Source: an optimization exercise on an open RTL-to-GDS flow (aim: small area and a short achievable clock period). Production flows keep margins and buffers that such runs may drop. Only simulation tests tie the RTL to the original design; equivalence was not proved.

delta:
Design jh_efield, start of the top module:
module jh_efield(
	input rst,
	input clock,
	input [26:0] r,				 
	input [26:0] V_right,				 
	input [26:0] V_left,					 
	input [26:0] V_top,		 
	input [26:0] V_bottom,	 
	output [26:0] fdtd_result
);
	wire [8:0] tb_dBA = {1'b0, V_bottom[25:18]} - {1'b0, V_top[25:18]};
	wire [8:0] rl_dBA = {1'b0, V_left[25:18]} - {1'b0, V_right[25:18]};
	reg [26:0] s0_top, s0_bot, s0_rgt, s0_lft;
	reg [8:0]  s0_tb_dBA, s0_rl_dBA;
	always @(posedge clock) begin
		s0_top <= V_top; s0_bot <= V_bottom;
		s0_rgt <= V_right; s0_lft <= V_left;
		s0_tb_dBA <= tb_dBA;
		s0_rl_dBA <= rl_dBA;
	end
	wire       s0_tb_gt, s0_rl_gt;
	wire [4:0] s0_tb_d5, s0_rl_d5;
	fpa_dsel1 ds12 (.dBA(s0_tb_dBA), .a_gt(s0_tb_gt), .d5(s0_tb_d5));
	fpa_dsel1 ds3 (.dBA(s0_rl_dBA), .a_gt(s0_rl_gt), .d5(s0_rl_d5));
	wire        s0_tb_Ss, s0_tb_Sz, s0_rl_Ss, s0_rl_Sz;
	wire [26:0] s0_tb_L, s0_rl_L;
	wire [16:0] s0_tb_Sf, s0_rl_Sf;
  ...
Size in the first run: ~12000 cells after synthesis, about 160 I/O pins, ~64000 sq um of cells after synthesis.
Settings: LEC_CHECK=0, ABC_AREA=1, CAP_MARGIN=20, CORE_MARGIN=2, CORE_UTILIZATION=50, CTS_CLUSTER_DIAMETER=100, CTS_CLUSTER_SIZE=30, PLACE_DENSITY=0.8, SLEW_MARGIN=20; clock period 17.0 ns.
standard.sh (not shown) runs the stock make flow with config.mk's settings and CLKGATE_MAP_FILE= SYNTH_SCRIPT=/design/flow/synth_recipe.tcl, a recipe that flattens the netlist after the stock synthesis.
==> flow/flow/run.sh <==
#!/bin/bash
# Layout flow: the standard flow (standard.sh) with two changes:
# - synthesis does not map adders onto the library's full/half-adder cells
#   (ADDER_MAP_FILE left empty), so ABC maps and times that logic with the rest;
# - timing repair (floorplan, CTS and global-route steps) aims for 11 ns of
#   setup slack instead of 0 (SETUP_SLACK_MARGIN), so that it works on the
#   paths that set the period the design achieves. The clock period and the
#   constraints are the design's, unchanged.
set -euo pipefail
cd "$(dirname "$0")/.."
export ADDER_MAP_FILE=
export SETUP_SLACK_MARGIN=11
bash standard.sh > standard.log 2>&1
Having completed the whole flow, delta delivered a layout that passed the timing, DRC and antenna checks.
Modified inputs, quartz compared to delta
- PLACE_DENSITY: 0.8 -> 0.85
--- a/flow/flow/run.sh
+++ b/flow/flow/run.sh
@@ -5 +5 @@
-# - timing repair (floorplan, CTS and global-route steps) aims for 11 ns of
+# - timing repair (floorplan, CTS and global-route steps) aims for 10.75 ns of
@@ -12 +12 @@
-export SETUP_SLACK_MARGIN=11
+export SETUP_SLACK_MARGIN=10.75
==> run notes <==
- quartz vs. delta: final design instance area without fill lower; number of clock buffer instances in the layout lower.
- Number of fill cells of quartz falls short of that of delta slightly.
- Setup WNS delta -> quartz: worse
- Diff quartz..delta | synthesized net count | unchanged
- Routed wire in quartz totals less than in delta.
- quartz does better than delta on clock skew.
- Compared with delta, quartz instantiates a smaller number of cells.
- quartz has completed all stages; timing, DRC and antenna checks passed.
- Register-to-register slack: quartz worse than delta

* * *

jh_efield, a different RTL version from the one above (not shown whole).
For scale: roughly 12000 cells after synthesis, roughly 160 I/O pins, ~65000 um2 of cells after synthesis.
Design jh_efield, start of the top module:
module jh_efield(
	input rst,
	input clock,
	input [26:0] r,				 
	input [26:0] V_right,				 
	input [26:0] V_left,					 
	input [26:0] V_top,		 
	input [26:0] V_bottom,	 
	output [26:0] fdtd_result
);
	wire [7:0] tb_dAB, rl_dAB;
	wire [8:0] tb_dBA, rl_dBA;
	fpa_esub es12 (.eA(V_top[25:18]), .eB(V_bottom[25:18]), .dAB(tb_dAB), .dBA(tb_dBA));
	fpa_esub es3 (.eA(V_right[25:18]), .eB(V_left[25:18]), .dAB(rl_dAB), .dBA(rl_dBA));
	reg [26:0] s0_top, s0_bot, s0_rgt, s0_lft;
	reg [7:0]  s0_tb_dAB, s0_rl_dAB;
	reg [8:0]  s0_tb_dBA, s0_rl_dBA;
	always @(posedge clock) begin
		s0_top <= V_top; s0_bot <= V_bottom;
		s0_rgt <= V_right; s0_lft <= V_left;
		s0_tb_dAB <= tb_dAB; s0_tb_dBA <= tb_dBA;
		s0_rl_dAB <= rl_dAB; s0_rl_dBA <= rl_dBA;
	end
	wire       s0_tb_gt, s0_rl_gt;
	wire [4:0] s0_tb_d5, s0_rl_d5;
	fpa_dsel ds12 (.dAB(s0_tb_dAB), .dBA(s0_tb_dBA), .a_gt(s0_tb_gt), .d5(s0_tb_d5));
	fpa_dsel ds3 (.dAB(s0_rl_dAB), .dBA(s0_rl_dBA), .a_gt(s0_rl_gt), .d5(s0_rl_d5));
	wire        s0_tb_Ss, s0_tb_Sz, s0_rl_Ss, s0_rl_Sz;
	wire [26:0] s0_tb_L, s0_rl_L;
	wire [16:0] s0_tb_Sf, s0_rl_Sf;
	fpa_swap swap12 (.in_A(s0_top), .in_B(s0_bot), .a_gt(s0_tb_gt), .L(s0_tb_L), .S_s(s0_tb_Ss),
	                 .S_f(s0_tb_Sf), .S_z(s0_tb_Sz));
	fpa_swap swap3 (.in_A(s0_rgt), .in_B(s0_lft), .a_gt(s0_rl_gt), .L(s0_rl_L), .S_s(s0_rl_Ss),
	                .S_f(s0_rl_Sf), .S_z(s0_rl_Sz));
	reg  [26:1] r_q1, c1r_q2;
	reg  [19:0] c3_q2;
	wire [26:0] c1r;
  ...
export LEC_CHECK = 0
export ABC_AREA = 1
export CAP_MARGIN = 20
export CORE_MARGIN = 2
export CORE_UTILIZATION = 50
export PLACE_DENSITY = 0.95
export SLEW_MARGIN = 20
create_clock -name core_clock -period 17.0 [get_ports {clock}]
==> flow/flow/run.sh <==
#!/bin/bash
# Layout flow: the standard flow (standard.sh) with two changes:
# - synthesis does not map adders onto the library's full/half-adder cells
#   (ADDER_MAP_FILE left empty), so ABC maps and times that logic with the rest;
# - timing repair (floorplan, CTS and global-route steps) aims for 11 ns of
#   setup slack instead of 0 (SETUP_SLACK_MARGIN), so that it works on the
#   paths that set the period the design achieves. The clock period and the
#   constraints are the design's, unchanged.
set -euo pipefail
cd "$(dirname "$0")/.."
export ADDER_MAP_FILE=
export SETUP_SLACK_MARGIN=11
bash standard.sh > standard.log 2>&1
Then changed:
PLACE_DENSITY = 0.75   (was 0.95)
Area after synthesis stays the same.
Non-clock buffer count climbs by 51.
Final cell count rises slightly.
Then changed:
CTS_CLUSTER_DIAMETER = 100   (was default)
CTS_CLUSTER_SIZE = 30   (was default)
PLACE_DENSITY = 0.85   (was 0.75)
=>
- The new run ran to the end with no violations
- fmax went up by about 1%
- global-route usage goes down by 4.0 points

* * *

jh_efield with an RTL version that a note above also has.
Size: roughly 12,000 cells after synthesis, roughly 450 flip-flops.
## jh_efield
module jh_efield(
	input rst,
	input clock,
	input [26:0] r,				 
	input [26:0] V_right,				 
	input [26:0] V_left,					 
	input [26:0] V_top,		 
	input [26:0] V_bottom,	 
	output [26:0] fdtd_result
);
	wire [8:0] tb_dBA = {1'b0, V_bottom[25:18]} - {1'b0, V_top[25:18]};
	wire [8:0] rl_dBA = {1'b0, V_left[25:18]} - {1'b0, V_right[25:18]};
	reg [26:0] s0_top, s0_bot, s0_rgt, s0_lft;
	reg [8:0]  s0_tb_dBA, s0_rl_dBA;
	always @(posedge clock) begin
		s0_top <= V_top; s0_bot <= V_bottom;
		s0_rgt <= V_right; s0_lft <= V_left;
		s0_tb_dBA <= tb_dBA;
		s0_rl_dBA <= rl_dBA;
	end
	wire       s0_tb_gt, s0_rl_gt;
	wire [4:0] s0_tb_d5, s0_rl_d5;
	fpa_dsel1 ds12 (.dBA(s0_tb_dBA), .a_gt(s0_tb_gt), .d5(s0_tb_d5));
	fpa_dsel1 ds3 (.dBA(s0_rl_dBA), .a_gt(s0_rl_gt), .d5(s0_rl_d5));
	wire        s0_tb_Ss, s0_tb_Sz, s0_rl_Ss, s0_rl_Sz;
	wire [26:0] s0_tb_L, s0_rl_L;
	wire [16:0] s0_tb_Sf, s0_rl_Sf;
	fpa_swap swap12 (.in_A(s0_top), .in_B(s0_bot), .a_gt(s0_tb_gt), .L(s0_tb_L), .S_s(s0_tb_Ss),
	                 .S_f(s0_tb_Sf), .S_z(s0_tb_Sz));
	fpa_swap swap3 (.in_A(s0_rgt), .in_B(s0_lft), .a_gt(s0_rl_gt), .L(s0_rl_L), .S_s(s0_rl_Ss),
	                .S_f(s0_rl_Sf), .S_z(s0_rl_Sz));
	reg  [26:1] r_q1, c1r_q2;
	reg  [19:0] c3_q2;
	wire [26:0] c1r;
	fp_mul_c1 mul0 (.in_A({r_q1, 1'b0}), .out_Prod(c1r));
	wire [17:0] c1f = {1'b1, c1r[17:1]};
	always @(posedge clock) begin
		r_q1 <= r[26:1];
		c1r_q2 <= c1r[26:1];
		c3_q2 <= {2'b00, c1f} + {1'b0, c1f, 1'b0};
	end
	wire sub2 = s0_tb_L[26] ^ s0_tb_Ss;
	wire dL_s = s0_tb_L[26] ^ ~(sub2 | s0_tb_gt);
	wire dS_s = s0_tb_Ss ^ ~(sub2 | ~s0_tb_gt);
	wire top_s = s0_tb_gt ? s0_tb_L[26] : s0_tb_Ss;
	wire        a_sgn, a_z, d_sgn, d_z;
	wire [7:0]  a_e, d_e;
	wire [20:0] a_F, d_F;
	wire [4:0]  a_lz, d_lz;
  ...
export LEC_CHECK = 0
export ABC_AREA = 1
export CAP_MARGIN = 20
export CORE_MARGIN = 2
export CORE_UTILIZATION = 50
export CTS_CLUSTER_DIAMETER = 100
export CTS_CLUSTER_SIZE = 30
export PLACE_DENSITY = 0.9
export SLEW_MARGIN = 20
create_clock -name core_clock -period 17.0 [get_ports {clock}]
Scripts as last shown in full above: flow/flow/run.sh
The starting point ran to the end with no violations.
Edit:
PLACE_DENSITY = 0.85   (was 0.9)
Outcome:
- design area rose by 0.76%
- worst setup slack gets worse by 16 ps
- routed wire length grows by 1.2%
- via count barely changes
- non-clock buffer count increases by 31
- global-route usage rises by 0.29 points

* * *

jh_efield with an RTL version that a note above also has.
For scale: ~12000 cells after synthesis, about 470 flip-flops, about 160 I/O pins.
Settings: LEC_CHECK=0, ABC_AREA=1, CAP_MARGIN=20, CORE_MARGIN=2, CORE_UTILIZATION=50, CTS_CLUSTER_DIAMETER=100, CTS_CLUSTER_SIZE=30, PLACE_DENSITY=0.85, SLEW_MARGIN=20; clock period 17.0 ns.
==> flow/flow/run.sh <==
#!/bin/bash
# Layout flow: the standard flow (standard.sh) with two changes:
# - synthesis does not map adders onto the library's full/half-adder cells
#   (ADDER_MAP_FILE left empty), so ABC maps and times that logic with the rest;
# - timing repair (floorplan, CTS and global-route steps) aims for 11.25 ns of
#   setup slack instead of 0 (SETUP_SLACK_MARGIN), so that it works on the
#   paths that set the period the design achieves. The clock period and the
#   constraints are the design's, unchanged.
set -euo pipefail
cd "$(dirname "$0")/.."
export ADDER_MAP_FILE=
export SETUP_SLACK_MARGIN=11.25
bash standard.sh > standard.log 2>&1
The starting point completed without violations.
Then changed:
==> flow/flow/run.sh (replaced) <==
#!/bin/bash
# Layout flow: the standard flow (standard.sh) with two changes:
# - synthesis does not map adders onto the library's full/half-adder cells
#   (ADDER_MAP_FILE left empty), so ABC maps and times that logic with the rest;
# - timing repair (floorplan, CTS and global-route steps) aims for 11 ns of
#   setup slack instead of 0 (SETUP_SLACK_MARGIN), so that it works on the
#   paths that set the period the design achieves. The clock period and the
#   constraints are the design's, unchanged.
set -euo pipefail
cd "$(dirname "$0")/.."
export ADDER_MAP_FILE=
export SETUP_SLACK_MARGIN=11
bash standard.sh > standard.log 2>&1
- GPL_ROUTABILITY_DRIVEN: default -> 0
Outcome: Setup slack degrades by 0.16 ns; die area does not change; non-clock buffer count decreases by 139; worst hold slack got worse by 0.014 ns.

[separate check: timing with driven ports]
How much do the figures lean on ideal ports? The routed layouts below were timed once more, with nothing changed but the port constraints. Step 1: set_driving_cell puts a clkbuf_16 on clock and a buf_2 on each other input, an assumption about the parent block. Step 2 times the ports against the registers' clock, not the clock port: input delays grow and output delays shrink by t, the midpoint of the rising clock arrivals with the driver on. Slacks: ideal ports / drivers / drivers and shift; pairs: ideal ports / drivers.
| run | t, ns | setup WS [ns] | hold slack, ns | clock arrival spread, ns | worst data-port slew with drivers (ns) |
|---|---|---|---|---|---|
| delta | 0.740 | 11.120 / 11.035 / 11.248 | 0.329 / 0.329 / 0.329 | 0.077 / 0.077 | 0.09 |
| quartz | 0.722 | 10.740 / 10.670 / 11.027 | 0.334 / 0.334 / 0.334 | 0.042 / 0.043 | 0.08 |
| the first run of note 2 | 0.734 | 10.939 / 10.939 / 10.939 | 0.317 / 0.317 / 0.317 | 0.054 / 0.053 | 0.17 |
| the second run of note 2 | 0.748 | 11.071 / 10.988 / 11.112 | 0.321 / 0.321 / 0.321 | 0.065 / 0.065 | 0.15 |
| the third run of note 2 | 0.736 | 11.131 / 11.056 / 11.199 | 0.324 / 0.324 / 0.324 | 0.039 / 0.039 | 0.06 |
| the first run of note 3 | 0.708 | 11.060 / 10.988 / 11.151 | 0.326 / 0.326 / 0.326 | 0.041 / 0.041 | 0.06 |
| the second run of note 3 | 0.730 | 11.044 / 10.973 / 11.254 | 0.334 / 0.334 / 0.334 | 0.041 / 0.041 | 0.08 |
| the first run of note 4 | 0.738 | 11.254 / 11.213 / 11.254 | 0.323 / 0.323 / 0.323 | 0.043 / 0.043 | 0.06 |
| the second run of note 4 | 0.711 | 11.094 / 11.020 / 11.101 | 0.310 / 0.310 / 0.310 | 0.036 / 0.036 | 0.07 |
After both steps every run listed still meets setup and hold.
